Source: an optimization exercise on an open RTL-to-GDS flow (aim: small area, a short achievable clock period and few clock cycles per item). Production flows keep margins and buffers that such runs may drop. Function was checked by simulation only, so behaviour that the tests miss may differ from the original. Power figures rest on the tool's default switching activity, not on a simulated workload.

==> inputs of 08-03 <==
==> flow/design.v (excerpt) <==
module fir_top #(
    parameter K  = 8,
    parameter DW = 8,
    parameter CW = 8
)(
    input  wire clk,
    input  wire rst,
    input  wire start,
    input  wire signed [DW-1:0] x_in,
    output wire signed [DW+CW+$clog2(K):0] y_out,
    output wire data_valid
);
    reg [7:0] u1, u2, u3, u4, u5, u6;
    reg [10:0] wi;                            
    wire [10:0] w = wi ^ 11'h380;
    reg [11:0] ra, rb;
    reg [11:0] y;
    reg dv;
    wire [7:0] u_in = {~x_in[7], x_in[6:0]};
    wire [10:0] w_nx;                         
    wire ld = start & ~rst;
    wire hd = ~start & ~rst;
    wire [58:0] hist = {wi, u6, u5, u4, u3, u2, u1};
    wire [58:0] hin  = {w_nx ^ 11'h380, u5, u4, u3, u2, u1, u_in};
    localparam [58:0] RST1 = {11'd0, {6{8'h80}}};
    wire [58:0] hnx;
    genvar gi;
    generate
        for (gi = 0; gi < 59; gi = gi + 1) begin : g_hist
            if (RST1[gi]) begin : g_one
                hold1_cell u_h (.ld(ld), .hd(hd), .r(rst), .d(hin[gi]), .q(hist[gi]), .o(hnx[gi]));
            end else begin : g_zero
                hold_cell u_h (.ld(ld), .hd(hd), .d(hin[gi]), .q(hist[gi]), .o(hnx[gi]));
            end
        end
    endgenerate
    always @(posedge clk)
        {wi, u6, u5, u4, u3, u2, u1} <= hnx;
    wire s1, c1;
    fa_cell u_fa1 (.a(u1[0]), .b(u2[0]), .c(u3[0]), .s(s1), .co(c1));
    wire s2, c2;
    fa_cell u_fa2 (.a(u1[1]), .b(u2[1]), .c(u3[1]), .s(s2), .co(c2));
    wire s3, c3;
    ha_cell u_ha3 (.a(u4[1]), .b(u5[1]), .s(s3), .co(c3));
    wire s4, c4;
    fa_cell u_fa4 (.a(u1[2]), .b(u2[2]), .c(u3[2]), .s(s4), .co(c4));
    wire s5, c5;
    fa_cell u_fa5 (.a(u4[2]), .b(u5[2]), .c(w[2]), .s(s5), .co(c5));
    wire s6, c6;
    fa_cell u_fa6 (.a(u1[3]), .b(u2[3]), .c(u3[3]), .s(s6), .co(c6));
    wire s7, c7;
    fa_cell u_fa7 (.a(u4[3]), .b(u5[3]), .c(w[3]), .s(s7), .co(c7));
    wire s8, c8;
    fa_cell u_fa8 (.a(u1[4]), .b(u2[4]), .c(u3[4]), .s(s8), .co(c8));
    wire s9, c9;
  ...
==> flow/config.mk <==
export PLATFORM = sky130hd
export DESIGN_NAME = fir_top
export DESIGN_NICKNAME = fir_top
export VERILOG_FILES = /design/flow/design.v
export SDC_FILE = /design/flow/constraint.sdc
export NUM_CORES = 4
export LEC_CHECK = 0
export CAP_MARGIN = 5
export CORE_MARGIN = 2
export CORE_UTILIZATION = 40
export CTS_BUF_LIST = sky130_fd_sc_hd__clkbuf_8
export CTS_CLUSTER_SIZE = 30
export SETUP_SLACK_MARGIN = 3.8
export SLEW_MARGIN = 5
export SYNTH_HIERARCHICAL = 1
==> flow/constraint.sdc <==
create_clock -name core_clock -period 6.0 [get_ports {clk}]
set_input_delay 1.2000 -clock core_clock [delete_from_list [all_inputs] [get_ports {clk}]]
set_output_delay 1.2000 -clock core_clock [all_outputs]
set_load 0.01 [all_outputs]
standard.sh (not shown) runs the stock make flow with config.mk's settings and CLKGATE_MAP_FILE= SYNTH_SCRIPT=/design/flow/synth_recipe.tcl, a recipe that flattens the netlist after the stock synthesis.
==> flow/flow/run.sh <==
#!/bin/bash
# The standard layout (standard.sh) with these changes:
#  - port buffers are buf_1 cells instead of the flow's default pick
#    (clkdlybuf4s50_1, a slow delay cell);
#  - synthesis is the standard flow's script, except that
#    - Yosys's full/half adder extraction runs only inside the fa_cell and
#      ha_cell modules, so the final adder is left to abc as plain gates (the
#      extracted fa_1/ha_1 cells are slow on its carry path);
#    - the adders use Yosys's default carry-lookahead map, not ORFS's
#      Kogge-Stone one (abc makes them smaller and as fast from it);
#    - abc maps the top module with ORFS's abc_area.script (it builds the
#      final adder from fast NAND gates) and the small cell modules with the
#      default abc_speed.script (which keeps the history muxes as a22o).
#  - clock tree synthesis inserts no dummy loads (they only add area here).
#  Registers are untouched.
set -euo pipefail
W=$(pwd)
export BUFFER_PORTS_ARGS="-buffer_cell sky130_fd_sc_hd__buf_1"
# ORFS's clock tree settings (as config.mk would set them), without dummy loads
export CTS_ARGS="-sink_clustering_enable -repair_clock_nets -sink_clustering_size 30 -buf_list sky130_fd_sc_hd__clkbuf_8 -dont_use_dummy_load"
sed -e 's|extract_fa {\*}\[dont_use_extract_fa_args\]|extract_fa {*}[dont_use_extract_fa_args] fa_cell ha_cell|' \
    -e 's|"-extra-map \$::env(FLOW_HOME)/platforms/common/lcu_kogge_stone.v"|""|' \
    -e 's|^  log_cmd abc {\*}\$abc_args$|  log_cmd abc {*}$abc_args fir_top %n\n  log_cmd abc {*}[lreplace $abc_args 1 1 $::env(SCRIPTS_DIR)/abc_area.script] fir_top|' \
    "$FLOW_HOME/scripts/synth.tcl" > "$W/flow_synth_core.tcl"
grep -q 'dont_use_extract_fa_args\] fa_cell ha_cell' "$W/flow_synth_core.tcl"
! grep -q 'lcu_kogge_stone' "$W/flow_synth_core.tcl"
grep -q 'abc_area.script\] fir_top' "$W/flow_synth_core.tcl"
sed "s|source \$::env(SCRIPTS_DIR)/synth.tcl|source $W/flow_synth_core.tcl|" synth_recipe.tcl > "$W/flow_synth.tcl"
grep -q "flow_synth_core.tcl" "$W/flow_synth.tcl"
sed "s|SYNTH_SCRIPT=[^ ]*|SYNTH_SCRIPT=$W/flow_synth.tcl|" standard.sh > "$W/flow_standard.sh"
grep -q "SYNTH_SCRIPT=$W/flow_synth.tcl" "$W/flow_standard.sh"
bash "$W/flow_standard.sh" > "$W/standard.log" 2>&1
==> inputs of 12-16, as changes to 08-03 <==
CAP_MARGIN = 20   (was 5)
SETUP_SLACK_MARGIN = 3.9   (was 3.8)
SLEW_MARGIN = 20   (was 5)
TNS_END_PERCENT = 20   (was unset)
==> inputs of 07-27, as changes to 08-03 <==
--- a/flow/design.v
+++ b/flow/design.v
@@ -23,22 +23,21 @@
     input  wire signed [DW-1:0] x_in,
     output wire signed [DW+CW+$clog2(K):0] y_out,
     output wire data_valid
 );
     reg [7:0] u1, u2, u3, u4, u5, u6;
-    reg [10:0] wi;                            
-    wire [10:0] w = wi ^ 11'h380;
+    reg [10:0] w;
     reg [11:0] ra, rb;
     reg [11:0] y;
     reg dv;
     wire [7:0] u_in = {~x_in[7], x_in[6:0]};
-    wire [10:0] w_nx;                         
+    wire [10:0] w_nx = {2'b00, u5, 1'b0} + {1'b0, u6, 2'b00} + {3'b000, u6};
     wire ld = start & ~rst;
     wire hd = ~start & ~rst;
-    wire [58:0] hist = {wi, u6, u5, u4, u3, u2, u1};
-    wire [58:0] hin  = {w_nx ^ 11'h380, u5, u4, u3, u2, u1, u_in};
-    localparam [58:0] RST1 = {11'd0, {6{8'h80}}};
+    wire [58:0] hist = {w, u6, u5, u4, u3, u2, u1};
+    wire [58:0] hin  = {w_nx, u5, u4, u3, u2, u1, u_in};
+    localparam [58:0] RST1 = {11'd896, {6{8'h80}}};
     wire [58:0] hnx;
     genvar gi;
     generate
         for (gi = 0; gi < 59; gi = gi + 1) begin : g_hist
             if (RST1[gi]) begin : g_one
@@ -47,11 +46,11 @@
                 hold_cell u_h (.ld(ld), .hd(hd), .d(hin[gi]), .q(hist[gi]), .o(hnx[gi]));
             end
         end
     endgenerate
     always @(posedge clk)
-        {wi, u6, u5, u4, u3, u2, u1} <= hnx;
+        {w, u6, u5, u4, u3, u2, u1} <= hnx;
     wire s1, c1;
     fa_cell u_fa1 (.a(u1[0]), .b(u2[0]), .c(u3[0]), .s(s1), .co(c1));
     wire s2, c2;
     fa_cell u_fa2 (.a(u1[1]), .b(u2[1]), .c(u3[1]), .s(s2), .co(c2));
     wire s3, c3;
@@ -120,43 +119,20 @@
     ha_cell u_ha34 (.a(w[9]), .b(c24), .s(s34), .co(c34));
     wire [11:0] pr0 = {1'b0, w[10], s34, s33, s32, s31, s30, s29, s28, s27, s26, s16};
     wire [11:0] pr1 = {1'b0, c34, c33, c32, c31, c30, c29, c28, c27, c26, c25, s25};
     localparam [11:0] RA0 = 12'd0;
     localparam [11:0] RB0 = 12'd1536;
-    wire s35, c35;
-    fa_cell u_fa35 (.a(u6[0]), .b(u5[1]), .c(u6[2]), .s(s35), .co(c35));
-    wire s36, c36;
-    fa_cell u_fa36 (.a(u6[1]), .b(u5[2]), .c(u6[3]), .s(s36), .co(c36));
-    wire s37, c37;
-    fa_cell u_fa37 (.a(u6[2]), .b(u5[3]), .c(u6[4]), .s(s37), .co(c37));
-    wire s38, c38;
-    fa_cell u_fa38 (.a(u6[3]), .b(u5[4]), .c(u6[5]), .s(s38), .co(c38));
-    wire s39, c39;
-    fa_cell u_fa39 (.a(u6[4]), .b(u5[5]), .c(u6[6]), .s(s39), .co(c39));
-    wire s40, c40;
-    fa_cell u_fa40 (.a(u6[5]), .b(u5[6]), .c(u6[7]), .s(s40), .co(c40));
-    wire s41, c41;
-    ha_cell u_ha41 (.a(u6[6]), .b(u5[7]), .s(s41), .co(c41));
-    wire [10:0] wr0 = {1'b0, u6[7], s41, s40, s39, s38, s37, s36, s35, u5[0], u6[0]};
-    wire [10:0] wr1 = {1'b0, c41, c40, c39, c38, c37, c36, c35, 1'b0, u6[1], 1'b0};
-    assign w_nx = wr0 + wr1;                  
-    always @(posedge clk or posedge rst) begin
+    always @(posedge clk) begin
         if (rst) begin
             ra <= RA0;
             rb <= RB0;
         end else begin
             ra <= pr0;
             rb <= pr1;
         end
     end
-    wire [11:0] uu = {2'b00, u_in, 2'b00};
-    wire [11:0] sx = ra ^ rb;
-    wire [11:0] sg = ra & rb;
-    wire [11:0] so = ra | rb;
-    wire [11:0] ss = sx ^ uu;
-    wire [11:0] sk = sg | (uu & so);
-    wire [11:0] s  = ss + {sk[10:0], 1'b0};
+    wire [11:0] s = ra + rb + {2'b00, u_in, 2'b00};
     always @(posedge clk)
         y <= {~s[11], s[10:0]};
     always @(posedge clk or posedge rst) begin
         if (rst) dv <= 1'b0;
         else     dv <= start;
==> flow/flow/run.sh (replaced) <==
#!/bin/bash
# The standard layout (standard.sh) with two changes:
#  - port buffers are buf_1 cells instead of the flow's default pick
#    (clkdlybuf4s50_1, a slow delay cell);
#  - synthesis is the standard flow's script, except that Yosys's full/half adder
#    extraction runs only inside the fa_cell and ha_cell modules, so that the
#    final adder is left to abc as plain gates (the extracted fa_1/ha_1 cells
#    are slow on its carry path). Registers are untouched.
set -euo pipefail
W=$(pwd)
export BUFFER_PORTS_ARGS="-buffer_cell sky130_fd_sc_hd__buf_1"
sed 's|extract_fa {\*}\[dont_use_extract_fa_args\]|extract_fa {*}[dont_use_extract_fa_args] fa_cell ha_cell|' \
    "$FLOW_HOME/scripts/synth.tcl" > "$W/flow_synth_core.tcl"
grep -q 'dont_use_extract_fa_args\] fa_cell ha_cell' "$W/flow_synth_core.tcl"
sed "s|source \$::env(SCRIPTS_DIR)/synth.tcl|source $W/flow_synth_core.tcl|" synth_recipe.tcl > "$W/flow_synth.tcl"
grep -q "flow_synth_core.tcl" "$W/flow_synth.tcl"
sed "s|SYNTH_SCRIPT=[^ ]*|SYNTH_SCRIPT=$W/flow_synth.tcl|" standard.sh > "$W/flow_standard.sh"
grep -q "SYNTH_SCRIPT=$W/flow_synth.tcl" "$W/flow_standard.sh"
bash "$W/flow_standard.sh" > "$W/standard.log" 2>&1
ABC_AREA = 1   (was unset)
ABC_CLOCK_PERIOD_IN_PS = 1600   (was unset)
CAP_MARGIN = 20   (was 5)
CTS_BUF_LIST = unset   (was sky130_fd_sc_hd__clkbuf_8)
CTS_CLUSTER_SIZE = unset   (was 30)
SLEW_MARGIN = 20   (was 5)
==> metrics.yaml <==
outcome:
  status: "complete, no violations"
power:
  seqPwrFrac_pct: 47.1
  p_int_mw: 1.05
yosys:
  synth_nets: 768
  seq_area_frac_synth_pct: 37.0
  ys_types: 29
setup_path:
  r2r-start: "u5[7]"
sta:
  fin_skew_ns: 0.00589
final_layout:
  multi_input_area_share_pct: 50.0
# the run above: 07-27

==> metrics.yaml <==
outcome:
  status: "complete, no violations"
yosys:
  ys_types: 30
  seq_area_frac_synth_pct: 44.4
  synth_edf_count: 0
  synth_nets: 494
setup_path:
  r2r-start: "u5[2]"
final_layout:
  multi_input_area_share_pct: 46.7
power:
  seqPwrFrac_pct: 53.0
  p_int_uw: 934
sta:
  fin_skew_ns: 0.0209
# the run above: 12-16

==> metrics.yaml <==
outcome:
  status: "complete, no violations"
yosys:
  synth_nets: 494
  ys_types: 30
  synth_compound_area_share_pct: 14.2
  seq_area_frac_synth_pct: 44.4
sta:
  fin_skew_ns: 0.0327
setup_path:
  critical_path_class: "flip-flop to flip-flop"
  r2r-start: "u5[2]"
final_layout:
  multi_input_area_share_pct: 46.8
# the run above: 08-03

Testbench counts of 08-03, summed over its fixed seeds: cycles 16,000, items 8,000.
Testbench counts of 12-16, summed over its fixed seeds: cycles 16,000, items 8,000.
Testbench counts of 07-27, summed over its fixed seeds: cycles 16,000, items 8,000.

[what the ideal ports hide]
How much do the figures lean on ideal ports? The routed layouts below were timed once more, with nothing changed but the port constraints. Step 1 sets driving cells, clkbuf_16 on the clock port and buf_2 on the other inputs (assumed; they add their load-dependent delay and slew). Step 2 also shifts input and output timing later by t, the mid clock arrival at the registers, as if the neighbouring blocks saw the same clock. Three values: no drivers, after step 1, after step 2; two values: the first two.
| run | t, ns | slack for setup (ns) | slew at the worst register clock pin (ns) | worst data-port slew with drivers (ns) |
|---|---|---|---|---|
| 08-03 | 0.383 | 3.877 / 3.867 / 3.518 | 0.10 / 0.10 | 0.03 |
| 12-16 | 0.373 | 3.893 / 3.888 / 3.614 | 0.09 / 0.09 | 0.03 |
| 07-27 | 0.363 | 3.868 / 3.876 / 3.515 | 0.06 / 0.06 | 0.03 |
After both steps setup and hold are still met in every run listed. The setup slack of 08-03, which loses most, moves by -0.010 ns with the drivers and by -0.359 ns with both steps.
